This design comes from an exercise in tuning for small area on the open sky130 flow, not from production work. Only simulation tests tie the RTL to the original design; equivalence was not proved. The flow treats the clock pin as an ideal source, which a real chip does not have. Power figures rest on the tool's default switching activity, not on a simulated workload.

## flow/flow/run.sh

```bash
#!/bin/bash
# Own layout flow: the standard ORFS flow (standard.sh) with
#  - the port buffers made of the smallest buffer cell,
#  - clock tree synthesis without dummy loads, each clock buffer then sized to
#    the smallest clkbuf that keeps the register clock slew low (clock_buffers.tcl),
#  - no full/half adder cell extraction in synthesis (registers unchanged).
# Each ORFS step writes its own log under orfs/logs; make's output goes to standard.log.
set -euo pipefail
here=$(cd "$(dirname "$0")" && pwd)
export BUFFER_PORTS_ARGS="-buffer_cell sky130_fd_sc_hd__buf_1"
export CTS_ARGS="-sink_clustering_enable -repair_clock_nets -dont_use_dummy_load -root_buf sky130_fd_sc_hd__clkbuf_4 -buf_list sky130_fd_sc_hd__clkbuf_4"
export POST_CTS_TCL="$here/clock_buffers.tcl"
export ADDER_MAP_FILE=""
bash standard.sh > standard.log 2>&1
```

## flow/flow/clock_buffers.tcl

```tcl
# Size each clock tree buffer to the smallest clkbuf whose loads see a slew
# of at most CLK_SLEW_TARGET (ns), then legalize the placement again.
set clk_sizes {sky130_fd_sc_hd__clkbuf_2 sky130_fd_sc_hd__clkbuf_4 sky130_fd_sc_hd__clkbuf_8 sky130_fd_sc_hd__clkbuf_16}
# loads of a buffer are registers (CLK pins) or other clock buffers
set target 0.10
set root_target 0.25
set block [ord::get_db_block]
set bufs {}
foreach inst [$block getInsts] {
  if {[string match "sky130_fd_sc_hd__clkbuf_*" [[$inst getMaster] getName]]} { lappend bufs $inst }
}
proc load_slew {inst} {
  set worst 0
  set net [[$inst findITerm X] getNet]
  foreach it [$net getITerms] {
    if {[$it isInputSignal] || [[$it getMTerm] getName] == "CLK" || [[$it getMTerm] getName] == "A"} {
      if {[$it getInst] == $inst} continue
      set pin [get_pins [[$it getInst] getName]/[[$it getMTerm] getName]]
      set s [get_property $pin slew_max]
      if {$s > $worst} { set worst $s }
    }
  }
  return $worst
}
# start every buffer at the smallest size, then grow the ones that are too slow
foreach inst $bufs { $inst swapMaster [[ord::get_db] findMaster [lindex $clk_sizes 0]] }
for {set iter 0} {$iter < 6} {incr iter} {
  estimate_parasitics -placement
  set changed 0
  foreach inst $bufs {
    set s [load_slew $inst]
    set m [[$inst getMaster] getName]
    set i [lsearch $clk_sizes $m]
    set net_in [[$inst findITerm A] getNet]
    set t [expr {[$net_in getName] == "CLOCK_50" ? $root_target : $target}]
    if {$s > $t && $i < [llength $clk_sizes] - 1} {
      $inst swapMaster [[ord::get_db] findMaster [lindex $clk_sizes [expr $i + 1]]]
      set changed 1
    }
  }
  if {!$changed} break
}
foreach inst $bufs { puts "clock buffer [$inst getName] [[$inst getMaster] getName] load slew [load_slew $inst]" }
detailed_placement
estimate_parasitics -placement
```

## flow/standard.sh

```bash
#!/bin/bash
# synth_recipe.tcl (not shown) runs the flow's synth.tcl, then flattens the netlist and writes it again
# the make line also repeats each setting of config.mk as NAME=value (left out here)
make -C /OpenROAD-flow-scripts/flow DESIGN_CONFIG=/design/flow/config.mk WORK_HOME=/design/flow/orfs CLKGATE_MAP_FILE= SYNTH_SCRIPT=/design/flow/synth_recipe.tcl "${@:-finish}"
```

## flow/config.mk

```make
export PLATFORM = sky130hd
export DESIGN_NAME = multi_clock_top
export DESIGN_NICKNAME = multi_clock_top
export VERILOG_FILES = /design/flow/design.v
export SDC_FILE = /design/flow/constraint.sdc
export NUM_CORES = 4
export LEC_CHECK = 0
export CAP_MARGIN = 20
export CORE_MARGIN = 2
export CORE_UTILIZATION = 60
export SLEW_MARGIN = 20
```

## flow/design.v

```verilog
module multi_clock_top #(
    parameter REAL_CLK = 40,         
    parameter DEBOUNCE = 16,         
    parameter HOUR = 5,
    parameter MINUTE = 3,
    parameter SECOND = 21
)(
    input CLOCK_50,
    input [3: 0] KEY,
    input [17: 0] SW,
    output [3: 0] LEDG,
    output [6: 0] HEX0,
    output [6: 0] HEX2,
    output [6: 0] HEX3,
    output [6: 0] HEX4,
    output [6: 0] HEX5,
    output [6: 0] HEX6,
    output [6: 0] HEX7,
    output [6: 0] HEX1
);
    function [4: 0] s_inc(input [4: 0] x);
        begin
            s_inc[0] = ~((x[2] & x[4]) | (x[0]));
            s_inc[1] = (x[0] & ~x[1]) | (~x[0] & x[1]);
            s_inc[2] = (x[0] & x[1] & ~x[2]) | (~x[1] & x[2] & ~x[4]) | (~x[0] & x[1] & x[2]);
            s_inc[3] = (~x[2] & x[3]) | (~x[0] & x[3]) | (x[0] & x[1] & x[2] & ~x[3]) | (~x[1] & x[3]);
            s_inc[4] = (x[0] & x[1] & x[2] & x[3]) | (~x[2] & x[4]);
        end
    endfunction
    function [1: 0] m_inc(input [1: 0] x);
        begin
            m_inc[0] = ~((x[0]) | (x[1]));
            m_inc[1] = (x[0]);
        end
    endfunction
    function [2: 0] h_inc(input [2: 0] x);
        begin
            h_inc[0] = ~((x[0]) | (x[2]));
            h_inc[1] = (~x[0] & x[1]) | (x[0] & ~x[1]);
            h_inc[2] = (x[0] & x[1]);
        end
    endfunction
    function [4: 0] s_step(input [5: 0] x);
        begin
            s_step[0] = ~((~x[1] & ~x[2] & ~x[3] & ~x[4] & ~x[5]) | (x[0]) | (x[2] & x[4] & x[5]));
            s_step[1] = ~((~x[1] & ~x[2] & ~x[3] & ~x[4] & ~x[5]) | (x[0] & ~x[1] & ~x[5]) | (~x[0] & x[1] & ~x[5]) | (x[0] & x[1] & x[5]) | (~x[0] & ~x[1] & x[5]));
            s_step[2] = (x[0] & ~x[1] & x[2]) | (~x[0] & x[2] & ~x[4] & x[5]) | (~x[0] & ~x[1] & ~x[2] & ~x[5]) | (x[1] & x[2] & ~x[5]) | (x[0] & x[1] & ~x[2] & x[5]);
            s_step[3] = (x[0] & x[3] & ~x[5]) | (~x[0] & x[1] & x[3]) | (x[0] & x[1] & x[2] & ~x[3] & x[5]) | (~x[1] & x[2] & x[3]) | (~x[2] & x[3] & x[5]) | (~x[0] & ~x[1] & ~x[2] & x[4] & ~x[5]);
            s_step[4] = (x[2] & x[4] & ~x[5]) | (x[0] & x[4]) | (~x[2] & x[4] & x[5]) | (~x[0] & ~x[1] & ~x[2] & ~x[3] & ~x[4] & ~x[5]) | (x[1] & x[4]) | (x[0] & x[1] & x[2] & x[3] & x[5]);
        end
    endfunction
    function [1: 0] m_step(input [2: 0] x);
        begin
            m_step[0] = (~x[0] & ~x[1] & x[2]) | (x[1] & ~x[2]);
            m_step[1] = (x[0] & x[2]) | (~x[0] & ~x[1] & ~x[2]);
        end
    endfunction
    function [2: 0] h_step(input [3: 0] x);
        begin
            h_step[0] = ~((~x[1] & ~x[2] & ~x[3]) | (x[0]) | (x[2] & x[3]));
            h_step[1] = (x[0] & x[1] & ~x[3]) | (x[2] & ~x[3]) | (~x[0] & x[1] & x[3]) | (x[0] & ~x[1] & x[3]);
            h_step[2] = (x[0] & x[1] & x[3]) | (~x[0] & ~x[1] & ~x[2] & ~x[3]);
        end
    endfunction
    function [6: 0] seg_su(input [4: 0] x);
        begin
            seg_su[0] = ~((~x[0] & ~x[2]) | (~x[1] & x[4]) | (x[1] & ~x[3]) | (x[0] & x[2] & ~x[4]) | (~x[1] & x[3]));
            seg_su[1] = (x[0] & x[1] & x[2] & x[3]) | (x[0] & ~x[1] & x[2] & ~x[3]) | (~x[0] & x[1] & x[2] & ~x[3]) | (~x[0] & ~x[1] & ~x[2] & x[4]);
            seg_su[2] = (x[3] & x[4]) | (~x[0] & ~x[1] & x[2] & x[3]) | (~x[0] & x[1] & ~x[2] & ~x[3] & ~x[4]);
            seg_su[3] = ~((~x[0] & ~x[2]) | (~x[1] & x[3]) | (x[1] & ~x[2] & ~x[3]) | (~x[0] & x[4]) | (x[0] & ~x[1] & x[2]) | (~x[0] & x[1] & ~x[3]) | (x[0] & x[2] & x[3] & ~x[4]));
            seg_su[4] = (~x[1] & x[2] & ~x[3] & ~x[4]) | (x[0]) | (x[1] & x[2] & x[3]);
            seg_su[5] = (x[0] & x[1] & ~x[2] & ~x[4]) | (~x[1] & x[2] & x[3]) | (x[1] & ~x[2] & ~x[3] & ~x[4]) | (x[0] & x[1] & ~x[3] & ~x[4]) | (x[3] & x[4]) | (x[0] & ~x[1] & ~x[2] & ~x[3]);
            seg_su[6] = (~x[1] & ~x[2] & ~x[3] & ~x[4]) | (x[2] & x[4]) | (x[0] & ~x[1] & x[4]) | (x[0] & x[1] & x[2] & ~x[3]) | (x[1] & ~x[2] & x[3]);
        end
    endfunction
    function [6: 0] seg_st(input [4: 0] x);
        begin
            seg_st[0] = (x[1] & x[3]) | (x[2] & x[3]) | (~x[2] & x[4]);
            seg_st[1] = (x[3] & x[4]);
            seg_st[2] = (x[2] & x[4]);
            seg_st[3] = (x[1] & x[3]) | (x[2] & x[3]) | (~x[2] & x[4]);
            seg_st[4] = (x[1] & x[3]) | (x[2] & x[3]) | (~x[2] & x[4]);
            seg_st[5] = (x[1] & x[3]) | (x[4]) | (x[2] & x[3]);
            seg_st[6] = (~x[4]) | (~x[2]) | (x[0]);
        end
    endfunction
    function [6: 0] seg_m(input [1: 0] x);
        begin
            seg_m[0] = (x[0]);
            seg_m[1] = (x[0] & x[1]);
            seg_m[2] = (x[1]);
            seg_m[3] = (x[0]);
            seg_m[4] = (x[0]);
            seg_m[5] = (x[0]) | (x[1]);
            seg_m[6] = (~x[1]) | (x[0]);
        end
    endfunction
    function [6: 0] seg_h(input [2: 0] x);
        begin
            seg_h[0] = (x[0] & ~x[1]) | (x[2]);
            seg_h[1] = (x[0] & x[2]);
            seg_h[2] = ~((x[0] & ~x[2]) | (~x[1]));
            seg_h[3] = (x[0] & ~x[1]) | (x[2]);
            seg_h[4] = (x[0]) | (x[2]);
            seg_h[5] = (x[0]) | (x[1]);
            seg_h[6] = (~x[1] & ~x[2]) | (x[0] & x[2]);
        end
    endfunction
    function [6: 0] seg_mode(input [3: 0] x);
        begin
            seg_mode[0] = ~((x[3]) | (x[0] & ~x[1]) | (~x[0] & x[1]) | (~x[2]));
            seg_mode[1] = (~x[0] & ~x[1] & x[3]);
            seg_mode[2] = (x[0] & ~x[1] & ~x[3]);
            seg_mode[3] = (~x[0] & ~x[1] & x[2] & ~x[3]) | (x[0] & x[1] & ~x[3]) | (x[0] & ~x[1] & x[3]);
            seg_mode[4] = ~((~x[0] & x[2] & x[3]) | (~x[2] & ~x[3]) | (x[0] & ~x[1] & ~x[3]));
            seg_mode[5] = (x[0] & ~x[1]) | (~x[0] & x[2] & ~x[3]);
            seg_mode[6] = ~((~x[0] & x[3]) | (x[0] & ~x[3]) | (x[1]));
        end
    endfunction
    function [0: 0] db_f(input [4: 0] x);
        begin
            db_f[0] = (x[3] & x[4]) | (x[1] & x[4]) | (x[0] & x[2]) | (~x[1] & ~x[3] & ~x[4]);
        end
    endfunction
    function [0: 0] db_isf(input [4: 0] x);
        begin
            db_isf[0] = ~((~x[0] & ~x[1] & ~x[2] & ~x[3]) | (x[2] & x[3] & x[4]));
        end
    endfunction
    function [0: 0] db_ish(input [4: 0] x);
        begin
            db_ish[0] = (x[2] & x[3] & x[4]);
        end
    endfunction
    function [0: 0] db_ist(input [4: 0] x);
        begin
            db_ist[0] = (x[0] & x[1] & x[2] & ~x[4]);
        end
    endfunction
    function [0: 0] div_f(input [5: 0] x);
        begin
            div_f[0] = ~((x[2] & x[5]) | (~x[3] & x[5]) | (~x[2] & x[3] & x[4] & ~x[5]));
        end
    endfunction
    function [0: 0] div_t(input [5: 0] x);
        begin
            div_t[0] = ~((x[0]) | (x[4]) | (~x[1]) | (x[2]));
        end
    endfunction
    localparam [5: 0] DIV_S0 = 6'd4;
    wire top_rst = SW[17];
    reg [5: 0] div;
    wire tick = div_t(div);
    always @(posedge CLOCK_50) begin
        if (top_rst) div <= DIV_S0;
        else div <= {div[4: 0], div_f(div)};
    end
    reg [4: 0] db [0: 3];
    wire [3: 0] p;   
    genvar gi;
    generate
        for (gi = 0; gi < 4; gi = gi + 1) begin: gen_db
            wire tap = KEY[gi];
            wire [4: 0] s = db[gi];
            assign p[gi] = db_ist(s) & ~tap;
            always @(posedge CLOCK_50) begin
                if (top_rst) db[gi] <= 5'b00000;
                else if (tap) db[gi] <= {db_ish(s), 3'b000, db_isf(s)};
                else db[gi] <= {s[3: 0], db_f(s)};
            end
        end
    endgenerate
    reg [1: 0] grp, sub;
    wire in_ts = (grp == 2'd1);
    wire in_al = (grp == 2'd3);
    always @(posedge CLOCK_50) begin
        if (top_rst) begin
            grp <= 2'd0;
            sub <= 2'd0;
        end
        else if (p[0]) begin
            grp <= grp + 1'b1;
            sub <= 2'd0;
        end
        else if (p[1] && grp[0]) begin
            sub <= (sub == 2'd3) ? 2'd1 : sub + 1'b1;
        end
    end
    assign HEX1 = seg_mode({grp, sub});
    wire fl_h = (sub == 2'd1);
    wire fl_m = (sub == 2'd2);
    wire fl_s = (sub == 2'd3);
    reg [4: 0] d_s;
    reg [1: 0] d_m;
    reg [2: 0] d_h;
    wire [4: 0] n_s = s_step({p[2], d_s});
    wire [1: 0] n_m = m_step({p[2], d_m});
    wire [2: 0] n_h = h_step({p[2], d_h});
    wire adj = p[2] | p[3];
    reg [4: 0] ts_s, ck_s;
    reg [1: 0] ts_m, ck_m;
    reg [2: 0] ts_h, ck_h;
    reg modified;
    wire ck_en = SW[2] & tick;
    wire ck_s_w = ck_s[4] & ck_s[2];     
    wire ck_m_w = ck_m[1];               
    reg [4: 0] ckn_s;
    reg [1: 0] ckn_m;
    reg [2: 0] ckn_h;
    always @(*) begin
        {ckn_h, ckn_m, ckn_s} = {ck_h, ck_m, ck_s};
        if (top_rst || SW[16]) {ckn_h, ckn_m, ckn_s} = {3'd2, 2'd0, 5'd0};
        else if (modified) {ckn_h, ckn_m, ckn_s} = {ts_h, ts_m, ts_s};
        else if (ck_en) begin
            ckn_s = s_inc(ck_s);
            if (ck_s_w) begin
                ckn_m = m_inc(ck_m);
                if (ck_m_w) ckn_h = h_inc(ck_h);
            end
        end
    end
    always @(posedge CLOCK_50) begin
        {ck_h, ck_m, ck_s} <= {ckn_h, ckn_m, ckn_s};
        if (top_rst) begin
            {ts_h, ts_m, ts_s} <= {ckn_h, ckn_m, ckn_s};
            modified <= 1'b0;
        end
        else if (in_ts) begin
            if (p[0]) modified <= 1'b0;
            else if (sub != 2'd0 && adj) begin
                modified <= 1'b1;
                if (fl_s) ts_s <= n_s;
                if (fl_m) ts_m <= n_m;
                if (fl_h) ts_h <= n_h;
            end
        end
        else if (!(grp == 2'd0 && p[0])) begin
            {ts_h, ts_m, ts_s} <= {ckn_h, ckn_m, ckn_s};
        end
    end
    reg [4: 0] al_s;
    reg [1: 0] al_m;
    reg [2: 0] al_h;
    reg alarming;
    always @(posedge CLOCK_50) begin
        if (top_rst || SW[15]) begin
            al_h <= 3'd2;
            al_m <= 2'd0;
            al_s <= 5'd0;
            alarming <= 1'b0;
        end
        else begin
            if (SW[1]) begin
                if ({ck_h, ck_m, ck_s} == {al_h, al_m, al_s}) alarming <= 1'b1;
                else if (SW[3]) alarming <= 1'b0;
            end
            else alarming <= 1'b0;
            if (in_al && adj) begin
                if (fl_s) al_s <= n_s;
                if (fl_m) al_m <= n_m;
                if (fl_h) al_h <= n_h;
            end
        end
    end
    reg [5: 0] sdiv;
    reg [4: 0] sw_s;
    reg [1: 0] sw_m;
    reg [2: 0] sw_h;
    wire stick = SW[0] & div_t(sdiv);
    always @(posedge CLOCK_50) begin
        if (top_rst || SW[14]) begin
            sdiv <= DIV_S0;
            sw_h <= 3'd0;
            sw_m <= 2'd0;
            sw_s <= 5'd0;
        end
        else begin
            if (SW[0]) sdiv <= {sdiv[4: 0], div_f(sdiv)};
            if (stick) begin
                sw_s <= s_inc(sw_s);
                if (sw_s[4] & sw_s[2]) begin
                    sw_m <= m_inc(sw_m);
                    if (sw_m[1]) sw_h <= h_inc(sw_h);
                end
            end
        end
    end
    reg [2: 0] den;  
    always @(posedge CLOCK_50) begin
        if (top_rst) den <= 3'b111;
        else if (tick) begin
            den[0] <= (fl_s | alarming) ? ~den[0] : 1'b1;
            den[1] <= (fl_m | alarming) ? ~den[1] : 1'b1;
            den[2] <= (fl_h | alarming) ? ~den[2] : 1'b1;
        end
    end
    always @(*) begin
        case (grp)
            2'd2: {d_h, d_m, d_s} = {sw_h, sw_m, sw_s};
            2'd3: {d_h, d_m, d_s} = {al_h, al_m, al_s};
            default: {d_h, d_m, d_s} = {ts_h, ts_m, ts_s};
        endcase
    end
    wire [4: 0] b_s = d_s | {5{~den[0]}};
    wire [1: 0] b_m = d_m | {2{~den[1]}};
    wire [2: 0] b_h = d_h | {3{~den[2]}};
    assign HEX2 = seg_su(b_s);
    assign HEX3 = seg_st(b_s);
    assign HEX4 = seg_m(b_m);
    assign HEX5 = {1'b1, {6{~den[1]}}};
    assign HEX6 = seg_h(b_h);
    assign HEX7 = {1'b1, {6{~den[2]}}};
    assign HEX0 = SW[1] ? 7'b0100011 : 7'b1111111;
    assign LEDG = {2'b00, SW[0], modified};
endmodule
```

## flow/constraint.sdc

```tcl
create_clock -name core_clock -period 12.0 [get_ports {CLOCK_50}]
set_input_delay 2.4000 -clock core_clock [delete_from_list [all_inputs] [get_ports {CLOCK_50}]]
set_output_delay 2.4000 -clock core_clock [all_outputs]
set_load 0.01 [all_outputs]
```

==> impl_metrics.toml, run 1 <==
[sta]
worst_pin_slew_ns = 0.967
maxSlewHeadroom_pct = 35.5
fin_skew_ns = 0.0330
holdWs_ns = 0.452
setup_viol_count_final = 0
finalCritPeriodShare_pct = 46.5
tns_ns = 0
hold_viol = 0
rsz0062_at_grt = "no"
fmax_mhz = 179
min_period_ns = 5.58
slew_violations = 0

[global_routing]
grt_first_pass_wirelength_mm = 17.8
antenna_found_initial = 0
track_usage_pct = 26.5
grt_max_degree = 30
grt_pass1_vias = 3704
grt-ovfl-total = 0

[floorplanning]
chipWidth_um = 92.2
ios = 83
fp.dieH_um = 92.2
start_util_pct = 61.1
dieArea_um2 = 8510
rows = 32
core_um2 = 7650

[finish]
nFillCells = 700
fin_nets = 625
n_antenna_cell = 0
drive_above_1_share_pct = 6.00
area_delta_synth_final_pct = 3.48

[route]
drtIter0Drc = 309
viasPerCell = 5.82
wirelength_mm = 10.9
drcViolationCount = 0
routedWlPerCell_um = 15.5
first_pass_iters = 5
ant_nets = 0
vias = 4084

[worst_setup_path]
arrival_ns = 3.18
path_class = "reg -> out"
cp_max_fo = 21
crit_end = "HEX2[1]"
crit_start = "grp[0]"
reg2reg_depth = 6
r2r_end = "ts_s[4]"
cp.required_ns = 9.60
cp-end-kind = "output pin"
rrSetupSlack_ns = 9.14
timing.rr.start = "grp[0]"
start_kind = "register"

[logic_synthesis]
synth_top_family_by_area = "simple AND/OR/NAND/NOR gates"
synth-async-reset-ratio_pct = 0
synthFlopType = "dfxtp_1"
synth-xor-area-share_pct = 4.12
ys_seq_area_share_pct = 36.9
synth_compound_area_share_pct = 19.8
synth-edff-count = 10
synthAdderAreaFrac_pct = 0
ys_seq_elements = 81
synth-simple-area-share_pct = 24.3
synthMuxAreaShare_pct = 6.24
synth_cells = 578
synth_cell_types = 65
yosys_warnings = 2
syn_avg_cell_area_um2 = 8.08
synth_area_um2 = 4670

[pwr]
power_leakage_nw = 1.73
power_density_nw_per_um2 = 91.9
ir_drop_v = 0.0000543

[place]
gp_congestion = 0.900
dp_hpwl_mm = 8.09
io_buffers = 65

[flow_run]
max_cap_violations = 0

[clock_tree]
clk_latency_ns = 0.46
cts_sinks = 81
clk_pin_slew_worst_paths_ns = 0.09
tritoncts = "done"

[status]
status = "timing/DRC/antenna clean"

[worst_hold_path]
min_path_cells = 1
holdCritPathClass = "reg -> reg"
[stage by stage]
step           util [%]  setup WS [ns]  power, mW  cells  instance area [um2]
3_5_place_dp       61.8           6.63      0.308    693                 4730
5_1_grt            63.2           6.19      0.460    702                 4830
6_report           63.2           6.42      0.444    702                 4830
3_3_place_gp       61.8           6.64      0.308    693                 4730
2_1_floorplan         -           6.92      0.304    583                 4690
[worst max-delay path: stages (launching register included)]
cell     delay (ns)
dfxtp_1        0.96
mux2i_1        0.23
a21oi_1        0.73
nand2_1        0.28
o31a_1         0.30
o21ai_0        0.06
buf_1          0.17
[worst min-delay path by stage]
stage | slack (ns) | startpoint | endpoint
final | 0.45 | div[1] | div[2]
after global routing | 0.48 | db[2][3] | db[2][4]
after detailed placement | 0.43 | div[1] | div[2]
after global placement | 0.43 | div[1] | div[2]
after floorplan | 0.42 | div[1] | div[2]
[synthesized netlist by cell type, types with 12 or more instances]
library cell / count / area (um2)
a21oi_1: 40 / 200
nand3_1: 17 / 85.1
mux2i_1: 21 / 210
dfxtp_1: 71 / 1420
xnor2_1: 12 / 105
nand2_1: 59 / 221
o21ai_0: 37 / 185
buf_4: 27 / 203
buf_2: 17 / 85.1
nor2_1: 68 / 255
and2_1: 21 / 131
clkbuf_1: 13 / 48.8
[flip-flops by register name (all words and copies together) (netlist names)]
| name | flops |
|---|---|
| ck_s | 5 |
| sw_s | 5 |
| den | 3 |
| alarming | 1 |
| al_m | 2 |
| modified | 1 |
| ck_m | 2 |
| db | 20 |
| sdiv | 6 |
| sw_h | 3 |
| ts_h | 3 |
| sub | 2 |
| ck_h | 3 |
| al_s | 5 |
| ts_s | 5 |
| sw_m | 2 |
| ts_m | 2 |
| al_h | 3 |
| div | 6 |
| grp | 2 |
[report_power, final]
group	internal (mW)	switching [mW]
Clock	0.0557	0.0862
Combinational	0.00759	0.0138
Sequential	0.277	0.00348
[metal layers]
layer | wire [um] | GRT usage (%) | up-vias | part of all wire (%)
li1 | - | - | 2046 | -
met1 | 5060 | 35.1 | 1877 | 46
met2 | 4970 | 42.7 | 144 | 46
met3 | 650 | 5.59 | 17 | 6.0
met4 | 238 | 10.1 | 0 | 2.2
met5 | 0 | 0 | - | 0
[kinds of logic (layout without fill, tap and decap cells)]
group                  count (synthesis)  count (layout)
AND/OR/NAND/NOR                      229             229
AO/OA/AOI/OAI                        145             145
flip-flops                            81              81
buffers and inverters                 71              88
multiplexers                          28              28
XOR/XNOR                              22              22
other                                  2               7
[cell usage in the layout, fill, tap and decap left out, drive strengths merged, types with 4 or more instances in the layout]
| master | Yosys | routed |
|---|---|---|
| o211ai | 11 | 11 |
| conb | 2 | 7 |
| xnor2 | 12 | 12 |
| nand4 | 6 | 6 |
| and2 | 21 | 21 |
| a21oi | 42 | 42 |
| xor2 | 10 | 10 |
| nor2b | 10 | 10 |
| edfxtp | 10 | 10 |
| nor2 | 69 | 69 |
| or2 | 6 | 6 |
| nor3 | 11 | 11 |
| a21o | 7 | 7 |
| buf | 47 | 68 |
| a31oi | 9 | 9 |
| o21ai | 41 | 41 |
| mux2i | 22 | 22 |
| nand2 | 59 | 59 |
| a22oi | 4 | 4 |
| mux2 | 6 | 6 |
| nand3 | 18 | 18 |
| a211oi | 5 | 5 |
| clkbuf | 13 | 9 |
| inv | 11 | 11 |
| dfxtp | 71 | 71 |
| nor4 | 4 | 4 |
| nand2b | 8 | 8 |
[layout make-up]
| class | instances | area, um2 | area share (%) |
|---|---|---|---|
| timing repair buffer | 68 | 267 | 5.51 |
| inverter | 11 | 41.3 | 0.854 |
| multi-input combinational | 431 | 2570 | 53.2 |
| sequential | 81 | 1720 | 35.6 |
| clock buffer | 9 | 105 | 2.17 |
| tap | 102 | 128 | 2.64 |
==> run 2: changes to the inputs <==
==> flow/flow/run.sh (replaced) <==
#!/bin/bash
# Own layout flow, built on the standard ORFS flow (standard.sh):
#  1. the standard synthesis (standard.sh synth), unchanged;
#  2. its combinational logic re-mapped by ABC for area (resyn.tcl), registers
#     kept as they are; the result is proved equal to the standard netlist
#     (equiv.tcl) and used only if the proof passes;
#  3. the rest of the standard flow, with the port buffers made of the
#     smallest buffer cell, clock tree synthesis without dummy loads and each
#     clock buffer then sized to the smallest clkbuf that keeps the register
#     clock slew low (clock_buffers.tcl).
# Each tool writes its full output to a log of its own in this folder
# (and ORFS's steps also under orfs/logs).
set -euo pipefail
here=$(cd "$(dirname "$0")" && pwd)
work=$(pwd)
export BUFFER_PORTS_ARGS="-buffer_cell sky130_fd_sc_hd__buf_1"
export CTS_ARGS="-sink_clustering_enable -repair_clock_nets -dont_use_dummy_load -root_buf sky130_fd_sc_hd__clkbuf_4 -buf_list sky130_fd_sc_hd__clkbuf_4"
export POST_CTS_TCL="$here/clock_buffers.tcl"

bash standard.sh synth > synth.log 2>&1

res="$work/orfs/results/$FLOW_PLATFORM/multi_clock_top/base"
export LIB="$FLOW_HOME/platforms/$FLOW_PLATFORM/lib/sky130_fd_sc_hd__tt_025C_1v80.lib"
export TOP="$FLOW_TOP"
export IN="$res/1_2_yosys_standard.v"
export OUT="$work/resyn.v"
export OUTDIR="$work"
export ABC_SCRIPT="$here/abc_area.script"
export DONT_USE=$(grep -o 'cell ("sky130_fd_sc_hd__\(lpflow_[a-z0-9_]*\|probec\?_p_8\)")' "$LIB" | sed 's/cell ("\(.*\)")/-dont_use \1/' | tr '\n' ' ')
cp "$res/1_2_yosys.v" "$IN"
if yosys -c "$here/resyn.tcl" > resyn.log 2>&1 && yosys -c "$here/equiv.tcl" > equiv.log 2>&1; then
  cp "$OUT" "$res/1_2_yosys.v"
  rm -f "$res/1_synth.odb" "$res/1_synth.sdc"
  echo "re-mapped netlist used" > resyn_result.txt
else
  echo "re-mapping failed or not proved; standard netlist kept" > resyn_result.txt
fi

bash standard.sh > standard.log 2>&1
==> flow/flow/abc_area.script (new file) <==
strash
dch
map -a
strash
dch
map -a
strash
dch
map -a
strash
dch
map -a
strash
dch
map -a
strash
dch
map -a
topo
==> flow/flow/equiv.tcl (new file) <==
# Prove the re-mapped netlist equal to the standard one (registers paired by name).
yosys read_liberty -ignore_miss_func $::env(LIB)
yosys read_verilog $::env(IN)
yosys rename $::env(TOP) gold
yosys read_verilog $::env(OUT)
yosys rename $::env(TOP) gate
yosys flatten
yosys opt_clean
yosys async2sync
yosys equiv_make gold gate eq
yosys hierarchy -top eq
yosys equiv_simple -seq 1
yosys equiv_induct
yosys equiv_status -assert
==> flow/flow/resyn.tcl (new file) <==
# Re-map the combinational logic of the standard synthesis netlist for area.
# The registers (their instances, names and cell type) are kept as they are:
# every flip-flop cell is held as a black box while ABC maps the logic.
set lib $::env(LIB)
yosys read_liberty -ignore_miss_func $lib
yosys read_verilog $::env(IN)
yosys hierarchy -top $::env(TOP)
yosys setattr -mod -set keep_hierarchy 1 sky130_fd_sc_hd__dfxtp_1
yosys flatten
yosys opt_clean
yosys tee -o $::env(OUTDIR)/resyn_pre_stat.txt stat
yosys abc -liberty $lib -script $::env(ABC_SCRIPT) {*}$::env(DONT_USE)
yosys opt_clean -purge
yosys hilomap -singleton -hicell sky130_fd_sc_hd__conb_1 HI -locell sky130_fd_sc_hd__conb_1 LO
yosys insbuf -buf sky130_fd_sc_hd__buf_1 A X
yosys splitnets
yosys opt_clean -purge
yosys tee -o $::env(OUTDIR)/resyn_stat.txt stat -liberty $lib
yosys check -assert
yosys blackbox sky130_fd_sc_hd__dfxtp_1
yosys write_verilog -noattr -nohex -nodec $::env(OUT)
==> run 2 against run 1 <==
Effect of this change:
- total power down 1.7%
- wire length down 0.82%
- design area up 1.6%
- combinational power up 7%
- critical path type is now in -> out
- synthesized area up 2.1%
- critical path depth down 4
- still clean on timing, DRC and antenna
==> impl_metrics.toml, run 2 <==
[floorplanning]
start_util_pct = 61.7
fp.dieH_um = 93.1
rows = 32
chipWidth_um = 93.1
core_um2 = 7730
dieArea_um2 = 8680
ios = 83

[logic_synthesis]
synth_top_area_share_pct = 29.8
synth_cell_types = 74
yosysMostFrequentCell = "dfxtp_1"
yosys.area.top_type = "dfxtp_1"
yosys-top-cells-area = "dfxtp_1 (30%), edfxtp_1 (6.3%), buf_4 (4.7%), a21oi_1 (4.4%), nor2_1 (4.3%)"
synth-edff-count = 10
ys_seq_elements = 81
synth_cells = 558
synthFlopType = "dfxtp_1"
synthTopCellsByCount = "dfxtp_1 (71), nor2_1 (55), nand2_1 (44)"
synth-async-reset-ratio_pct = 0
ys_seq_area_share_pct = 36.1
synth_area_um2 = 4770
syn_avg_cell_area_um2 = 8.55
yosys_warnings = 2

[route]
vias = 4062
drcViolationCount = 0
routedWlPerCell_um = 15.8
viasPerCell = 5.92
drtIter0Drc = 251
wirelength_mm = 10.8
first_pass_iters = 4
ant_nets = 0

[finish]
largest_register_ffs = 20
final_common_cell = "dfxtp_1"
fin_cells = 686
layout_common_cells = "dfxtp_1 (71), buf_1 (65), nor2_1 (55)"
largest-register = "db"
fin_nets = 624
reg.largest.list = "db (20), div (6), sdiv (6)"
n_antenna_cell = 0
area_delta_synth_final_pct = 3.02
drive_above_1_share_pct = 6.51

[sta]
min_period_ns = 5.35
hold_viol = 0
tns_ns = 0
slew_violations = 0
finalCritPeriodShare_pct = 44.6
rsz0062_at_grt = "no"
worst_pin_slew_ns = 0.781
setup_viol_count_final = 0
fin_skew_ns = 0.0320
maxSlewHeadroom_pct = 47.4
fmax_mhz = 187

[global_routing]
grt-ovfl-total = 0
grt_first_pass_wirelength_mm = 17.7
track_usage_pct = 25.7
grt_pass1_vias = 3687
antenna_found_initial = 0
grt_max_degree = 27

[status]
status = "timing/DRC/antenna clean"

[clock_tree]
tritoncts = "done"
clk_latency_ns = 0.43
clk_pin_slew_worst_paths_ns = 0.08
cts_sinks = 81

[worst_setup_path]
cp_max_fo = 9
crit_family = "buffers and inverters"
start_kind = "input pin"
crit_top_cell = "buf_1"
crit_chain = "buf_1 > buf_1"
cp_slowest_cell = "buf_1"
cp.required_ns = 9.60
path_class = "in -> out"
cp-end-kind = "output pin"
path_buf_inv = 2
crit_path_max_incr_delay_ns = 0.35
arrival_ns = 2.95

[pwr]
power_leakage_nw = 1.94
power_density_nw_per_um2 = 88.9
ir_drop_v = 0.0000648

[place]
dp.cells = 677
io_buffers = 65
gp_congestion = 0.860
dp_hpwl_mm = 8.00

[worst_hold_path]
holdCritPathClass = "reg -> reg"

[flow_run]
max_cap_violations = 0
-- run 2: cell types whose count changed after synthesis, moves of 8 or more --
cell	previous run	this run
ha_1	0	15
nand2_1	59	44
nor2_1	68	55
buf_2	17	7
a22o_1	0	8
-- run 2: worst register-to-register path, stage by stage (launching register included) --
cell	delay (ns)
dfxtp_1	0.44
inv_1	0.13
ha_1	0.40
nor2_4	0.53
a21o_1	0.44
nor3_2	0.12
a22o_1	0.22
a221oi_2	0.27
o2bb2ai_1	0.12
-- run 2: final timing paths --
check                           slack, ns   start      end  cells past startpoint
worst max-delay path                 6.65   SW[0]  LEDG[1]                      2
worst min-delay path                 0.44  div[1]   div[2]                      1
worst max register to register       9.10  grp[0]  ts_s[4]                      8
worst min register to register       0.44  div[1]   div[2]                      1
-- run 2: layout make-up --
class / count / area, um2
flip-flops and latches: 81 / 1720
fillers: 711 / 2820
inverters: 16 / 60.1
repair buffers: 68 / 267
multi-input cells: 410 / 2640
well taps: 102 / 128
clock buffers: 9 / 92.6
-- run 2: logic make-up after synthesis --
family	Yosys count	share of synthesized area, %
and+or+nand+nor	199	21.0
xor gates and xnor gates	16	2.94
muxes	14	2.94
other	2	0.157
adders and majority gates	15	3.94
DFF	81	36.1
buffers and inverters	72	8.84
AOI/OAI and AO/OA	159	24.1
-- run 2: layer usage --
metal / vias to the layer above / global-route usage [%] / routed length (um)
li1: 2028 / - / -
met1: 1884 / 35.1 / 4950
met2: 135 / 42.8 / 5090
met3: 15 / 3.30 / 618
met4: 0 / 7.48 / 169
met5: - / 0 / 0
-- run 2: metrics by stage --
step           hold WS (ns)  cell area, um2  setup WS [ns]  util (%)  power, mW
2_1_floorplan         0.405            4790           6.92         -      0.306
3_3_place_gp          0.410            4820           6.65      62.4      0.309
3_5_place_dp          0.419            4820           6.65      62.4      0.310
5_1_grt               0.464            4910           6.36      63.6      0.453
6_report              0.440            4910           6.65      63.6      0.437
-- run 2: power by group --
part | switching [mW] | leakage [nW] | internal (mW)
Clock | 0.0837 | 0.0518 | 0.0490
Combinational | 0.0146 | 1.19 | 0.00836
Sequential | 0.00361 | 0.695 | 0.277
Total | 0.102 | 1.94 | 0.335
==> run 3: changes to the inputs <==
--- a/flow/flow/run.sh
+++ b/flow/flow/run.sh
@@ -28,3 +28,5 @@
 export ABC_SCRIPT="$here/abc_area.script"
-export DONT_USE=$(grep -o 'cell ("sky130_fd_sc_hd__\(lpflow_[a-z0-9_]*\|probec\?_p_8\)")' "$LIB" | sed 's/cell ("\(.*\)")/-dont_use \1/' | tr '\n' ' ')
+# the platform's don't-use cells, the multi-output adder cells (which the
+# re-mapping cannot use) and the clock and delay cells are kept out
+export DONT_USE=$(grep -o 'cell ("sky130_fd_sc_hd__\(lpflow_[a-z0-9_]*\|probec\?_p_8\|fa[a-z0-9_]*\|ha_[0-9]*\|clk[a-z0-9_]*\|dly[a-z0-9_]*\)")' "$LIB" | sed 's/cell ("\(.*\)")/-dont_use \1/' | tr '\n' ' ')
 cp "$res/1_2_yosys.v" "$IN"
--- a/flow/flow/equiv.tcl
+++ b/flow/flow/equiv.tcl
@@ -1,2 +1,8 @@
-# Prove the re-mapped netlist equal to the standard one (registers paired by name).
+# Check the re-mapped netlist on its own, then prove it equal to the standard
+# one (registers paired by name).
+yosys read_liberty -lib $::env(LIB)
+yosys read_verilog $::env(OUT)
+yosys hierarchy -top $::env(TOP)
+yosys check -assert
+yosys design -reset
 yosys read_liberty -ignore_miss_func $::env(LIB)
--- a/flow/flow/resyn.tcl
+++ b/flow/flow/resyn.tcl
@@ -18,3 +18,2 @@
 yosys tee -o $::env(OUTDIR)/resyn_stat.txt stat -liberty $lib
-yosys check -assert
 yosys blackbox sky130_fd_sc_hd__dfxtp_1
==> run 3 against run 2 <==
Effect of this change:
- clock power is essentially flat
- still clean on timing, DRC and antenna
- via count is the same
- highest routed layer unchanged
- combinational power is essentially flat
- setup slack is the same
- maximum frequency is the same
- design area is the same
==> impl_metrics.toml, run 3 <==
[finish]
largest_register_ffs = 20
drive_above_1_share_pct = 6.51
utilization_pct = 63.6
largest-register = "db"
fin_nets = 624
reg.largest.list = "db (20), div (6), sdiv (6)"
stdcell_area_um2 = 4910
layout_common_cells = "dfxtp_1 (71), buf_1 (65), nor2_1 (55)"
final_common_cell = "dfxtp_1"
area_delta_synth_final_pct = 3.02
n_antenna_cell = 0

[worst_setup_path]
path_class = "in -> out"
cp_slowest_cell = "buf_1"
start_kind = "input pin"
r2r_end = "ts_s[4]"
crit_top_cell = "buf_1"
arrival_ns = 2.95
cp.depth = 2
cp.required_ns = 9.60
crit_family = "buffers and inverters"
crit_end = "LEDG[1]"
crit_path_max_incr_delay_ns = 0.35
cp-end-kind = "output pin"
timing.rr.start = "grp[0]"
rrSetupSlack_ns = 9.10
reg2reg_depth = 8
path_buf_inv = 2
crit_chain = "buf_1 > buf_1"
crit_start = "SW[0]"
cp_max_fo = 9

[sta]
slew_violations = 0
hold_viol = 0
worst_pin_slew_ns = 0.781
setup_viol_count_final = 0
fmax_mhz = 187
min_period_ns = 5.35
finalCritPeriodShare_pct = 44.6
maxSlewHeadroom_pct = 47.4
fin_skew_ns = 0.0320
tns_ns = 0
rsz0062_at_grt = "no"

[route]
ant_nets = 0
drtIter0Drc = 251
wirelength_mm = 10.8
drcViolationCount = 0
routedWlPerCell_um = 15.8
vias = 4062
viasPerCell = 5.92
first_pass_iters = 4

[global_routing]
antenna_found_initial = 0
grt-ovfl-total = 0
grt_first_pass_wirelength_mm = 17.7
track_usage_pct = 25.7
grt_pass1_vias = 3687
grt_max_degree = 27

[worst_hold_path]
holdCritPathClass = "reg -> reg"

[logic_synthesis]
synthTopCellsByCount = "dfxtp_1 (71), nor2_1 (55), nand2_1 (44)"
synth-edff-count = 10
synth_cell_types = 74
yosys-top-cells-area = "dfxtp_1 (30%), edfxtp_1 (6.3%), buf_4 (4.7%), a21oi_1 (4.4%), nor2_1 (4.3%)"
yosys_warnings = 2
synth_cells = 558
ys_seq_elements = 81
synth-async-reset-ratio_pct = 0
synth_top_area_share_pct = 29.8
ys_seq_area_share_pct = 36.1
synthFlopType = "dfxtp_1"
yosysMostFrequentCell = "dfxtp_1"
yosys.area.top_type = "dfxtp_1"
synth_area_um2 = 4770
syn_avg_cell_area_um2 = 8.55

[pwr]
p_total_uw = 437
power_density_nw_per_um2 = 88.9
power_leakage_nw = 1.94
ir_drop_v = 0.0000648

[place]
place_area_um2 = 4820
dp_hpwl_mm = 8.00
gp_congestion = 0.860
io_buffers = 65

[clock_tree]
cts_sinks = 81
clk_pin_slew_worst_paths_ns = 0.08
tritoncts = "done"
clk_latency_ns = 0.43

[status]
status = "timing/DRC/antenna clean"

[floorplanning]
dieArea_um2 = 8680
core_um2 = 7730
rows = 32
ios = 83
fp.dieH_um = 93.1
start_util_pct = 61.7
chipWidth_um = 93.1

[flow_run]
max_cap_violations = 0
==> run 3: cell counts after synthesis <==
Identical to the previous run, type by type.
==> run 3: cell families after synthesis <==
kind of cell	Yosys count	synth area share, %
other cells	2	0.157
fa+ha+maj	15	3.94
simple gates	199	21.0
xor+xnor	16	2.94
buf+inv	72	8.84
compound gates	159	24.1
mux	14	2.94
flops	81	36.1
==> run 3: routing by layer <==
layer	share of wire, %	up-vias	GRT usage [%]
li1	-	2028	-
met1	46	1884	35.1
met2	47	135	42.8
met3	5.7	15	3.30
met4	1.6	0	7.48
met5	0	-	0
==> run 3: power breakdown <==
group          switching, mW  total (mW)  internal, mW  leakage [nW]
clock                 0.0837       0.133        0.0490        0.0518
sequential           0.00361       0.281         0.277         0.695
combinational         0.0146      0.0230       0.00836          1.19
==> run 3: metrics by stage <==
step	setup WS, ns	hold WS, ns	std cells
after floorplan	6.92	0.405	563
after global placement	6.65	0.410	677
after detailed placement	6.65	0.419	677
after global routing	6.36	0.464	686
final	6.65	0.440	686
==> run 3: worst min-delay path by stage <==
| stage | from | to | slack [ns] | cells past startpoint |
|---|---|---|---|---|
| after floorplan | div[1] | div[2] | 0.40 | 1 |
| after global placement | div[1] | div[2] | 0.41 | 1 |
| after detailed placement | div[1] | div[2] | 0.42 | 1 |
| after global routing | div[1] | div[2] | 0.46 | 1 |
| final | div[1] | div[2] | 0.44 | 1 |
==> run 3: cell type report <==
| type | count | area, um2 |
|---|---|---|
| tap | 102 | 128 |
| multi-input combinational | 410 | 2640 |
| fill | 711 | 2820 |
| sequential | 81 | 1720 |
| timing repair buffer | 68 | 267 |
| clock buffer | 9 | 92.6 |
| inverter | 16 | 60.1 |
==> run 4: changes to the inputs <==
--- a/flow/flow/resyn.tcl
+++ b/flow/flow/resyn.tcl
@@ -2,3 +2,4 @@
 # The registers (their instances, names and cell type) are kept as they are:
-# every flip-flop cell is held as a black box while ABC maps the logic.
+# every sequential cell (flip-flop or latch) is held as a black box while ABC
+# maps the logic.
 set lib $::env(LIB)
@@ -7,3 +8,4 @@
 yosys hierarchy -top $::env(TOP)
-yosys setattr -mod -set keep_hierarchy 1 sky130_fd_sc_hd__dfxtp_1
+set seq {sky130_fd_sc_hd__*df* sky130_fd_sc_hd__*dl* sky130_fd_sc_hd__lpflow_inputisolatch*}
+yosys setattr -mod -set keep_hierarchy 1 {*}$seq
 yosys flatten
@@ -18,3 +20,3 @@
 yosys tee -o $::env(OUTDIR)/resyn_stat.txt stat -liberty $lib
-yosys blackbox sky130_fd_sc_hd__dfxtp_1
+yosys blackbox {*}$seq
 yosys write_verilog -noattr -nohex -nodec $::env(OUT)
==> run 4 against run 3 <==
Effect of this change:
- clock skew barely moved
- worst hold slack got worse by 0.020 ns
- flip-flop and latch count did not move
- critical path type is now reg -> out
- design area fell by 8.0%
- die area fell by 13%
==> impl_metrics.toml, run 4 <==
[status]
status = "timing/DRC/antenna clean"

[route]
vias = 4286
routedWlPerCell_um = 14.6
ant_nets = 0
drcViolationCount = 0
first_pass_iters = 5
drtIter0Drc = 323
viasPerCell = 5.79
wirelength_mm = 10.8

[floorplanning]
chipWidth_um = 87.0
start_util_pct = 61.5
dieArea_um2 = 7570
rows = 30
core_um2 = 6720
ios = 83
fp.dieH_um = 87.0

[finish]
largest_register_ffs = 20
largest-register = "db"
final_common_cell = "nor2_1"
n_antenna_cell = 0
drive_above_1_share_pct = 2.27
area_delta_synth_final_pct = 9.26
reg.largest.list = "db (20), div (6), sdiv (6)"
utilization_pct = 67.2
fin_nets = 685
layout_common_cells = "nor2_1 (112), inv_1 (105), dfxtp_1 (71)"

[pwr]
power_leakage_nw = 1.84
power_density_nw_per_um2 = 98.1
ir_drop_v = 0.0000630
p_total_uw = 443

[global_routing]
antenna_found_initial = 0
grt-ovfl-total = 0
grt_most_used_layer = "met2"
gr-usage-met1_pct = 39.7
grt_use_met2_pct = 46.6
grt_use_met3_pct = 5.78
grt_first_pass_wirelength_mm = 17.6
grt_max_degree = 24
grt_pass1_vias = 3854
track_usage_pct = 29.5

[worst_setup_path]
crit_start = "grp[1]"
path_class = "reg -> out"
reg2reg_depth = 11
cp_max_fo = 13
timing.rr.start = "grp[1]"
arrival_ns = 3.52
cp.required_ns = 9.60
crit_end = "HEX2[3]"
cp-end-kind = "output pin"
r2r_end = "ts_s[4]"
rrSetupSlack_ns = 8.55
start_kind = "register"

[sta]
finalCritPeriodShare_pct = 49.3
setup_viol_count_final = 0
fin_skew_ns = 0.0322
worst_pin_slew_ns = 0.884
hold_viol = 0
maxSlewHeadroom_pct = 40.5
fmax_mhz = 169
slew_violations = 0
tns_ns = 0
rsz0062_at_grt = "no"
min_period_ns = 5.92

[clock_tree]
clk_latency_ns = 0.43
tritoncts = "done"
clk_pin_slew_worst_paths_ns = 0.10
cts_sinks = 81

[logic_synthesis]
yosys_warnings = 2
syn_avg_cell_area_um2 = 6.84
synth_area_um2 = 4140
synth_cells = 605

[worst_hold_path]
holdCritPathClass = "reg -> reg"

[place]
io_buffers = 65
gp_congestion = 0.995
dp_hpwl_mm = 8.05

[flow_run]
max_cap_violations = 0
run 4: area by class of cell:
class	instances	area (um2)
Fill cell	616	2200
Multi-Input combinational cell	397	1940
Sequential cell	81	1720
Inverter	105	394
Timing Repair Buffer	68	267
Tap cell	80	100
Clock buffer	9	98.8
run 4: critical path, cell delays in order (launching register included):
cell and delay, ns:
dfxtp_1 0.57, inv_1 0.33, nor2_1 0.67, nand2_1 0.12
nand3_1 0.38, inv_1 0.20, nor2_1 0.25, inv_1 0.08
nor2_1 0.14, o21ai_0 0.10, nand3_1 0.08, buf_1 0.15
run 4: worst min path at each step:
stage                  end    from  cells after the start
finish              div[2]  div[1]                      2
global route        div[2]  div[1]                      2
detailed placement  div[4]  div[3]                      2
global placement    div[4]  div[3]                      2
floorplan           div[2]  div[1]                      2
run 4: power by group:
part | leakage [nW] | internal (mW) | total (mW) | switching (mW)
Combinational | 1.09 | 0.00753 | 0.0247 | 0.0171
Sequential | 0.695 | 0.278 | 0.281 | 0.00270
Clock | 0.0544 | 0.0525 | 0.138 | 0.0854
run 4: metrics by stage:
stage	instance area, um2	setup slack [ns]	hold slack, ns	std cells
6_report	4520	6.08	0.420	740
5_1_grt	4520	5.78	0.427	740
3_5_place_dp	4420	6.72	0.414	731
3_3_place_gp	4420	6.64	0.409	731
2_1_floorplan	4150	6.91	0.400	610
run 4: layer usage:
metal / part of all wire [%] / vias to the layer above / routed length, um
met2: 46 / 192 / 4970
met4: 2.1 / 0 / 221
met5: 0 / - / 0
li1: - / 2097 / -
met3: 7.3 / 19 / 791
met1: 44 / 1978 / 4790
==> run 5: changes to the inputs <==
--- a/flow/design.v
+++ b/flow/design.v
@@ -20,11 +20,24 @@
 );
+    function [0: 0] s_fb(input [4: 0] x);
+        begin
+            s_fb[0] = (x[1] & x[4]) | (~x[1] & ~x[3] & ~x[4]) | (x[3] & x[4]);
+        end
+    endfunction
+    function [0: 0] s_bk(input [4: 0] x);
+        begin
+            s_bk[0] = (x[0] & x[2]) | (x[0] & x[4]) | (~x[0] & ~x[2] & ~x[4]);
+        end
+    endfunction
     function [4: 0] s_inc(input [4: 0] x);
+        s_inc = {x[3: 0], s_fb(x)};
+    endfunction
+    function [4: 0] s_step(input [5: 0] x);
+        s_step = x[5] ? {x[3: 0], s_fb(x[4: 0])} : {s_bk(x[4: 0]), x[4: 1]};
+    endfunction
+    function [0: 0] s_last(input [4: 0] x);
         begin
-            s_inc[0] = ~((x[2] & x[4]) | (x[0]));
-            s_inc[1] = (x[0] & ~x[1]) | (~x[0] & x[1]);
-            s_inc[2] = (x[0] & x[1] & ~x[2]) | (~x[1] & x[2] & ~x[4]) | (~x[0] & x[1] & x[2]);
-            s_inc[3] = (~x[2] & x[3]) | (~x[0] & x[3]) | (x[0] & x[1] & x[2] & ~x[3]) | (~x[1] & x[3]);
-            s_inc[4] = (x[0] & x[1] & x[2] & x[3]) | (~x[2] & x[4]);
+            s_last[0] = ~((~x[4]) | (x[3]) | (x[2]) | (x[0]) | (x[1]));
         end
     endfunction
+    localparam [4: 0] SEC0 = 5'd0;
     function [1: 0] m_inc(input [1: 0] x);
@@ -37,16 +50,9 @@
         begin
-            h_inc[0] = ~((x[0]) | (x[2]));
-            h_inc[1] = (~x[0] & x[1]) | (x[0] & ~x[1]);
-            h_inc[2] = (x[0] & x[1]);
-        end
-    endfunction
-    function [4: 0] s_step(input [5: 0] x);
-        begin
-            s_step[0] = ~((~x[1] & ~x[2] & ~x[3] & ~x[4] & ~x[5]) | (x[0]) | (x[2] & x[4] & x[5]));
-            s_step[1] = ~((~x[1] & ~x[2] & ~x[3] & ~x[4] & ~x[5]) | (x[0] & ~x[1] & ~x[5]) | (~x[0] & x[1] & ~x[5]) | (x[0] & x[1] & x[5]) | (~x[0] & ~x[1] & x[5]));
-            s_step[2] = (x[0] & ~x[1] & x[2]) | (~x[0] & x[2] & ~x[4] & x[5]) | (~x[0] & ~x[1] & ~x[2] & ~x[5]) | (x[1] & x[2] & ~x[5]) | (x[0] & x[1] & ~x[2] & x[5]);
-            s_step[3] = (x[0] & x[3] & ~x[5]) | (~x[0] & x[1] & x[3]) | (x[0] & x[1] & x[2] & ~x[3] & x[5]) | (~x[1] & x[2] & x[3]) | (~x[2] & x[3] & x[5]) | (~x[0] & ~x[1] & ~x[2] & x[4] & ~x[5]);
-            s_step[4] = (x[2] & x[4] & ~x[5]) | (x[0] & x[4]) | (~x[2] & x[4] & x[5]) | (~x[0] & ~x[1] & ~x[2] & ~x[3] & ~x[4] & ~x[5]) | (x[1] & x[4]) | (x[0] & x[1] & x[2] & x[3] & x[5]);
+            h_inc[0] = ~((x[1]) | (x[2]));
+            h_inc[1] = (x[0]);
+            h_inc[2] = (x[1]);
         end
     endfunction
+    localparam [2: 0] HOUR0 = 3'd1;
+    localparam [2: 0] HOUR2 = 3'd6;
     function [1: 0] m_step(input [2: 0] x);
@@ -59,5 +65,5 @@
         begin
-            h_step[0] = ~((~x[1] & ~x[2] & ~x[3]) | (x[0]) | (x[2] & x[3]));
-            h_step[1] = (x[0] & x[1] & ~x[3]) | (x[2] & ~x[3]) | (~x[0] & x[1] & x[3]) | (x[0] & ~x[1] & x[3]);
-            h_step[2] = (x[0] & x[1] & x[3]) | (~x[0] & ~x[1] & ~x[2] & ~x[3]);
+            h_step[0] = (~x[1] & ~x[2] & x[3]) | (x[1] & ~x[3]);
+            h_step[1] = (x[2] & ~x[3]) | (x[0] & x[3]);
+            h_step[2] = (~x[0] & ~x[1] & ~x[3]) | (x[1] & x[3]);
         end
@@ -66,9 +72,9 @@
         begin
-            seg_su[0] = ~((~x[0] & ~x[2]) | (~x[1] & x[4]) | (x[1] & ~x[3]) | (x[0] & x[2] & ~x[4]) | (~x[1] & x[3]));
-            seg_su[1] = (x[0] & x[1] & x[2] & x[3]) | (x[0] & ~x[1] & x[2] & ~x[3]) | (~x[0] & x[1] & x[2] & ~x[3]) | (~x[0] & ~x[1] & ~x[2] & x[4]);
-            seg_su[2] = (x[3] & x[4]) | (~x[0] & ~x[1] & x[2] & x[3]) | (~x[0] & x[1] & ~x[2] & ~x[3] & ~x[4]);
-            seg_su[3] = ~((~x[0] & ~x[2]) | (~x[1] & x[3]) | (x[1] & ~x[2] & ~x[3]) | (~x[0] & x[4]) | (x[0] & ~x[1] & x[2]) | (~x[0] & x[1] & ~x[3]) | (x[0] & x[2] & x[3] & ~x[4]));
-            seg_su[4] = (~x[1] & x[2] & ~x[3] & ~x[4]) | (x[0]) | (x[1] & x[2] & x[3]);
-            seg_su[5] = (x[0] & x[1] & ~x[2] & ~x[4]) | (~x[1] & x[2] & x[3]) | (x[1] & ~x[2] & ~x[3] & ~x[4]) | (x[0] & x[1] & ~x[3] & ~x[4]) | (x[3] & x[4]) | (x[0] & ~x[1] & ~x[2] & ~x[3]);
-            seg_su[6] = (~x[1] & ~x[2] & ~x[3] & ~x[4]) | (x[2] & x[4]) | (x[0] & ~x[1] & x[4]) | (x[0] & x[1] & x[2] & ~x[3]) | (x[1] & ~x[2] & x[3]);
+            seg_su[0] = (x[2] & x[3]) | (x[0] & ~x[1] & ~x[3] & ~x[4]);
+            seg_su[1] = (x[3] & x[4]) | (x[0] & x[4]);
+            seg_su[2] = (x[0] & x[1]);
+            seg_su[3] = (x[2] & x[3]) | (x[0] & ~x[1] & ~x[3] & ~x[4]) | (~x[0] & x[1] & ~x[2] & ~x[4]);
+            seg_su[4] = (x[0] & ~x[1] & ~x[4]) | (~x[0] & x[1] & ~x[4]) | (~x[0] & x[3]) | (x[1] & x[2]);
+            seg_su[5] = (x[0] & ~x[3] & ~x[4]) | (x[1] & x[2]) | (x[1] & ~x[4]);
+            seg_su[6] = ~((~x[0] & x[2]) | (x[0] & x[1] & ~x[2]) | (~x[1] & x[3]) | (x[0] & ~x[3] & x[4]) | (~x[2] & x[3] & x[4]));
         end
@@ -77,9 +83,9 @@
         begin
-            seg_st[0] = (x[1] & x[3]) | (x[2] & x[3]) | (~x[2] & x[4]);
-            seg_st[1] = (x[3] & x[4]);
-            seg_st[2] = (x[2] & x[4]);
-            seg_st[3] = (x[1] & x[3]) | (x[2] & x[3]) | (~x[2] & x[4]);
-            seg_st[4] = (x[1] & x[3]) | (x[2] & x[3]) | (~x[2] & x[4]);
-            seg_st[5] = (x[1] & x[3]) | (x[4]) | (x[2] & x[3]);
-            seg_st[6] = (~x[4]) | (~x[2]) | (x[0]);
+            seg_st[0] = (x[0] & x[2]) | (x[2] & x[4]) | (x[1] & x[3]) | (~x[0] & ~x[2] & x[3] & ~x[4]) | (x[1] & x[4]);
+            seg_st[1] = (x[0] & x[1] & x[2]);
+            seg_st[2] = (~x[0] & ~x[1] & ~x[2] & ~x[3] & x[4]) | (x[0] & x[1] & x[2]);
+            seg_st[3] = (x[0] & x[2]) | (x[2] & x[4]) | (x[1] & x[3]) | (~x[0] & ~x[2] & x[3] & ~x[4]) | (x[1] & x[4]);
+            seg_st[4] = (x[0] & x[2]) | (x[2] & x[4]) | (x[1] & x[3]) | (~x[0] & ~x[2] & x[3] & ~x[4]) | (x[1] & x[4]);
+            seg_st[5] = (x[0] & x[2]) | (x[1] & x[3]) | (~x[0] & ~x[2] & x[3] & ~x[4]) | (~x[0] & ~x[3] & x[4]);
+            seg_st[6] = (~x[4]) | (x[3]) | (x[2]) | (x[0]) | (x[1]);
         end
@@ -99,11 +105,19 @@
         begin
-            seg_h[0] = (x[0] & ~x[1]) | (x[2]);
+            seg_h[0] = (~x[0] & ~x[2]) | (x[0] & x[1]);
             seg_h[1] = (x[0] & x[2]);
-            seg_h[2] = ~((x[0] & ~x[2]) | (~x[1]));
-            seg_h[3] = (x[0] & ~x[1]) | (x[2]);
-            seg_h[4] = (x[0]) | (x[2]);
-            seg_h[5] = (x[0]) | (x[1]);
-            seg_h[6] = (~x[1] & ~x[2]) | (x[0] & x[2]);
+            seg_h[2] = (x[1] & x[2]);
+            seg_h[3] = (~x[0] & ~x[2]) | (x[0] & x[1]);
+            seg_h[4] = (~x[0] & ~x[1]) | (x[0] & x[1]);
+            seg_h[5] = (x[1]) | (x[2]);
+            seg_h[6] = (x[0]);
         end
     endfunction
+    localparam [1: 0] G_CK = 2'd0;
+    localparam [1: 0] G_TS = 2'd1;
+    localparam [1: 0] G_SW = 2'd2;
+    localparam [1: 0] G_AL = 2'd3;
+    localparam [1: 0] S_NO = 2'd0;
+    localparam [1: 0] S_H = 2'd1;
+    localparam [1: 0] S_M = 2'd2;
+    localparam [1: 0] S_S = 2'd3;
     function [6: 0] seg_mode(input [3: 0] x);
@@ -173,15 +187,20 @@
     reg [1: 0] grp, sub;
-    wire in_ts = (grp == 2'd1);
-    wire in_al = (grp == 2'd3);
+    wire in_ts = (grp == G_TS);
+    wire in_al = (grp == G_AL);
     always @(posedge CLOCK_50) begin
         if (top_rst) begin
-            grp <= 2'd0;
-            sub <= 2'd0;
+            grp <= G_CK;
+            sub <= S_NO;
         end
         else if (p[0]) begin
-            grp <= grp + 1'b1;
-            sub <= 2'd0;
+            case (grp)
+                G_CK: grp <= G_TS;
+                G_TS: grp <= G_SW;
+                G_SW: grp <= G_AL;
+                default: grp <= G_CK;
+            endcase
+            sub <= S_NO;
         end
-        else if (p[1] && grp[0]) begin
-            sub <= (sub == 2'd3) ? 2'd1 : sub + 1'b1;
+        else if (p[1] && (in_ts || in_al)) begin
+            sub <= (sub == S_H) ? S_M : (sub == S_M) ? S_S : S_H;
         end
@@ -189,5 +208,5 @@
     assign HEX1 = seg_mode({grp, sub});
-    wire fl_h = (sub == 2'd1);
-    wire fl_m = (sub == 2'd2);
-    wire fl_s = (sub == 2'd3);
+    wire fl_h = (sub == S_H);
+    wire fl_m = (sub == S_M);
+    wire fl_s = (sub == S_S);
     reg [4: 0] d_s;
@@ -204,3 +223,3 @@
     wire ck_en = SW[2] & tick;
-    wire ck_s_w = ck_s[4] & ck_s[2];     
+    wire ck_s_w = s_last(ck_s);         
     wire ck_m_w = ck_m[1];               
@@ -211,3 +230,3 @@
         {ckn_h, ckn_m, ckn_s} = {ck_h, ck_m, ck_s};
-        if (top_rst || SW[16]) {ckn_h, ckn_m, ckn_s} = {3'd2, 2'd0, 5'd0};
+        if (top_rst || SW[16]) {ckn_h, ckn_m, ckn_s} = {HOUR2, 2'd0, SEC0};
         else if (modified) {ckn_h, ckn_m, ckn_s} = {ts_h, ts_m, ts_s};
@@ -229,3 +248,3 @@
             if (p[0]) modified <= 1'b0;
-            else if (sub != 2'd0 && adj) begin
+            else if (sub != S_NO && adj) begin
                 modified <= 1'b1;
@@ -236,3 +255,3 @@
         end
-        else if (!(grp == 2'd0 && p[0])) begin
+        else if (!(grp == G_CK && p[0])) begin
             {ts_h, ts_m, ts_s} <= {ckn_h, ckn_m, ckn_s};
@@ -246,5 +265,5 @@
         if (top_rst || SW[15]) begin
-            al_h <= 3'd2;
+            al_h <= HOUR2;
             al_m <= 2'd0;
-            al_s <= 5'd0;
+            al_s <= SEC0;
             alarming <= 1'b0;
@@ -272,5 +291,5 @@
             sdiv <= DIV_S0;
-            sw_h <= 3'd0;
+            sw_h <= HOUR0;
             sw_m <= 2'd0;
-            sw_s <= 5'd0;
+            sw_s <= SEC0;
         end
@@ -280,3 +299,3 @@
                 sw_s <= s_inc(sw_s);
-                if (sw_s[4] & sw_s[2]) begin
+                if (s_last(sw_s)) begin
                     sw_m <= m_inc(sw_m);
@@ -298,4 +317,4 @@
         case (grp)
-            2'd2: {d_h, d_m, d_s} = {sw_h, sw_m, sw_s};
-            2'd3: {d_h, d_m, d_s} = {al_h, al_m, al_s};
+            G_SW: {d_h, d_m, d_s} = {sw_h, sw_m, sw_s};
+            G_AL: {d_h, d_m, d_s} = {al_h, al_m, al_s};
             default: {d_h, d_m, d_s} = {ts_h, ts_m, ts_s};
==> flow/flow/abc_area.script (replaced) <==
strash
&get -n
&deepsyn -T 20 -I 4
&put
strash
dch
map -a
strash
dch
map -a
strash
dch
map -a
topo
--- a/flow/flow/equiv.tcl
+++ b/flow/flow/equiv.tcl
@@ -13,2 +13,4 @@
 yosys flatten
+# only the ports and the register outputs are paired by name
+yosys rename -hide gold/w:_* gate/w:_*
 yosys opt_clean
--- a/flow/config.mk
+++ b/flow/config.mk
@@ -9,3 +9,3 @@
 export CORE_MARGIN = 2
-export CORE_UTILIZATION = 60
+export CORE_UTILIZATION = 70
 export SLEW_MARGIN = 20
==> run 5 against run 4 <==
Effect of this change:
- total power down 2.2%
- maximum frequency increased by 3.2%
- flip-flop and latch count unchanged
- wire length fell by 8.0%
- clock-buffer cell count unchanged
- die area decreased by 18%
- worst hold slack improved by 0.017 ns
- via count decreased by 7.7%
- first-iteration DRC count grew 8.7%
- sequential share of layout area grew 2.0 points
==> impl_metrics.toml, run 5 <==
[status]
status = "timing/DRC/antenna clean"

[flow_run]
max_cap_violations = 0

[sta]
fin_skew_ns = 0.0316
rsz0062_at_grt = "no"
fmax_mhz = 174
tns_ns = 0
hold_viol = 0
maxSlewHeadroom_pct = 32.5
worst_pin_slew_ns = 1.00
finalCritPeriodShare_pct = 47.8
slew_violations = 0
setup_viol_count_final = 0
min_period_ns = 5.74

[floorplanning]
rows = 27
ios = 83
core_um2 = 5470
start_util_pct = 71.9
dieArea_um2 = 6240
chipWidth_um = 79.0
fp.dieH_um = 79.0

[worst_setup_path]
crit_chain = "inv_1 > nor2_1 > inv_1 > nor2_1 > nor2_1 > inv_1 > nor3_1 > a21oi_1 > o21ai_0 > o21bai_1 > o21ai_0 > o21ai_0 > buf_1"
rrSetupSlack_ns = 9.26
cp_max_fo = 16
cp_slowest_cell = "dfxtp_1"
r2r_end = "ts_s[4]"
crit_path_max_incr_delay_ns = 0.75
cp-end-kind = "output pin"
start_kind = "register"
cp.required_ns = 9.60
arrival_ns = 3.34
timing.rr.start = "grp[1]"
reg2reg_depth = 10
path_class = "reg -> out"

[worst_hold_path]
min-delay-start = "div[3]"
min_path_cells = 2
holdCritPathClass = "reg -> reg"
hold_end = "div[4]"

[logic_synthesis]
synth_cells = 559
syn_avg_cell_area_um2 = 7.04
synth_area_um2 = 3940
yosys_warnings = 2

[route]
drcViolationCount = 0
vias = 3958
drtIter0Drc = 351
first_pass_iters = 5
routedWlPerCell_um = 14.5
wirelength_mm = 9.91
viasPerCell = 5.78
ant_nets = 0

[pwr]
swShare_pct = 23.2
power_leakage_nw = 1.69
ir_drop_v = 0.0000904
p_int_uw = 333
p_total_uw = 434
p_sw_uw = 100
p_clk_share_pct = 30.2
seqPwrFrac_pct = 64.4
combPwrFrac_pct = 5.4
power_density_nw_per_um2 = 101

[finish]
utilization_pct = 78.5
fin_nets = 638
final_common_cell = "inv_1"
reg.largest.list = "db (20), div (6), sdiv (6)"
layout_common_cells = "inv_1 (106), nor2_1 (97), dfxtp_1 (71)"
n_antenna_cell = 0
area_delta_synth_final_pct = 9.12
drive_above_1_share_pct = 2.28
largest_register_ffs = 20
nFillCells = 430
largest-register = "db"

[global_routing]
grt_max_degree = 30
grt-ovfl-total = 0
grt_first_pass_wirelength_mm = 16.5
antenna_found_initial = 0
track_usage_pct = 33.6
grt_pass1_vias = 3603

[clock_tree]
clk_pin_slew_worst_paths_ns = 0.10
tritoncts = "done"
clk_latency_ns = 0.43
cts_sinks = 81

[place]
io_buffers = 65
gp_congestion = 1.06
dp_hpwl_mm = 7.56
## run 5: final cells by class
class                      instances  area [um2]  area share (%)
clock buffer                       9        92.6            2.16
multi-input combinational        350        1730            40.4
inverter                         106         398            9.26
sequential                        81        1720            40.1
timing repair buffer              67         259            6.03
tap                               72        90.1            2.10
## run 5: worst max path at each step
stage	from	to	slack, ns	cells past startpoint
after floorplan	SW[1]	HEX0[3]	6.91	2
after global placement	SW[1]	HEX0[2]	6.85	3
after detailed placement	grp[1]	HEX3[2]	6.84	12
after global routing	grp[1]	HEX3[2]	5.89	12
final	grp[1]	HEX2[6]	6.26	13
## run 5: per-stage QoR
stage               hold slack [ns]  cells  instance area [um2]  worst slack (ns)
finish                        0.437    685                 4300              6.26
floorplan                     0.400    564                 3960              6.91
global route                  0.472    685                 4300              5.89
global placement              0.406    676                 4200              6.85
detailed placement            0.413    676                 4200              6.84
## run 5: per-layer routing
layer	wire length, um	track usage (%)	vias to the layer above	share of wire (%)
met1	4210	44.3	1791	42
met2	4650	54.9	190	47
met3	786	5.80	28	7.9
met4	272	13.6	0	2.7
met5	0	0	-	0
li1	-	-	1949	-
## run 5: power by group through the flow
stage                     registers [mW]  logic (mW)  clock network (mW)
after floorplan                    0.285      0.0159                   0
after global placement             0.285      0.0219                   0
after detailed placement           0.286      0.0228                   0
after global routing               0.280      0.0267               0.144
final                              0.279      0.0233               0.131
## run 5: critical path, delay by kind of cell, from the launching register on
kind	cells	cell delay [ns]
and+or+nand+nor	4	0.63
buffers and inverters	4	0.70
DFF	1	0.75
AOI/OAI and AO/OA	5	0.82

## port drivers added, routing unchanged
No port has a modelled driver above. Below, the same layouts with a new extraction and two added sets of constraints.
Step 1 assumes that a clkbuf_16 drives the clock port and a buf_2 every other input.
Step 2 also shifts input and output timing later by t, the mid clock arrival at the registers, as if the neighbouring blocks saw the same clock.
Slacks: ideal ports / drivers / drivers and shift; pairs: ideal ports / drivers.
| run | shift t [ns] | setup WS [ns] | worst slew at a driven data input, ns |
|---|---|---|---|
| run 1 | 0.473 | 6.417 / 6.384 / 6.618 | 0.03 |
| run 2 | 0.443 | 6.647 / 6.621 / 6.621 | 0.03 |
| run 3 | 0.443 | 6.647 / 6.621 / 6.621 | 0.03 |
| run 4 | 0.446 | 6.083 / 6.052 / 6.498 | 0.03 |
| run 5 | 0.439 | 6.264 / 6.236 / 6.674 | 0.03 |
After both steps every run listed still meets setup and hold.
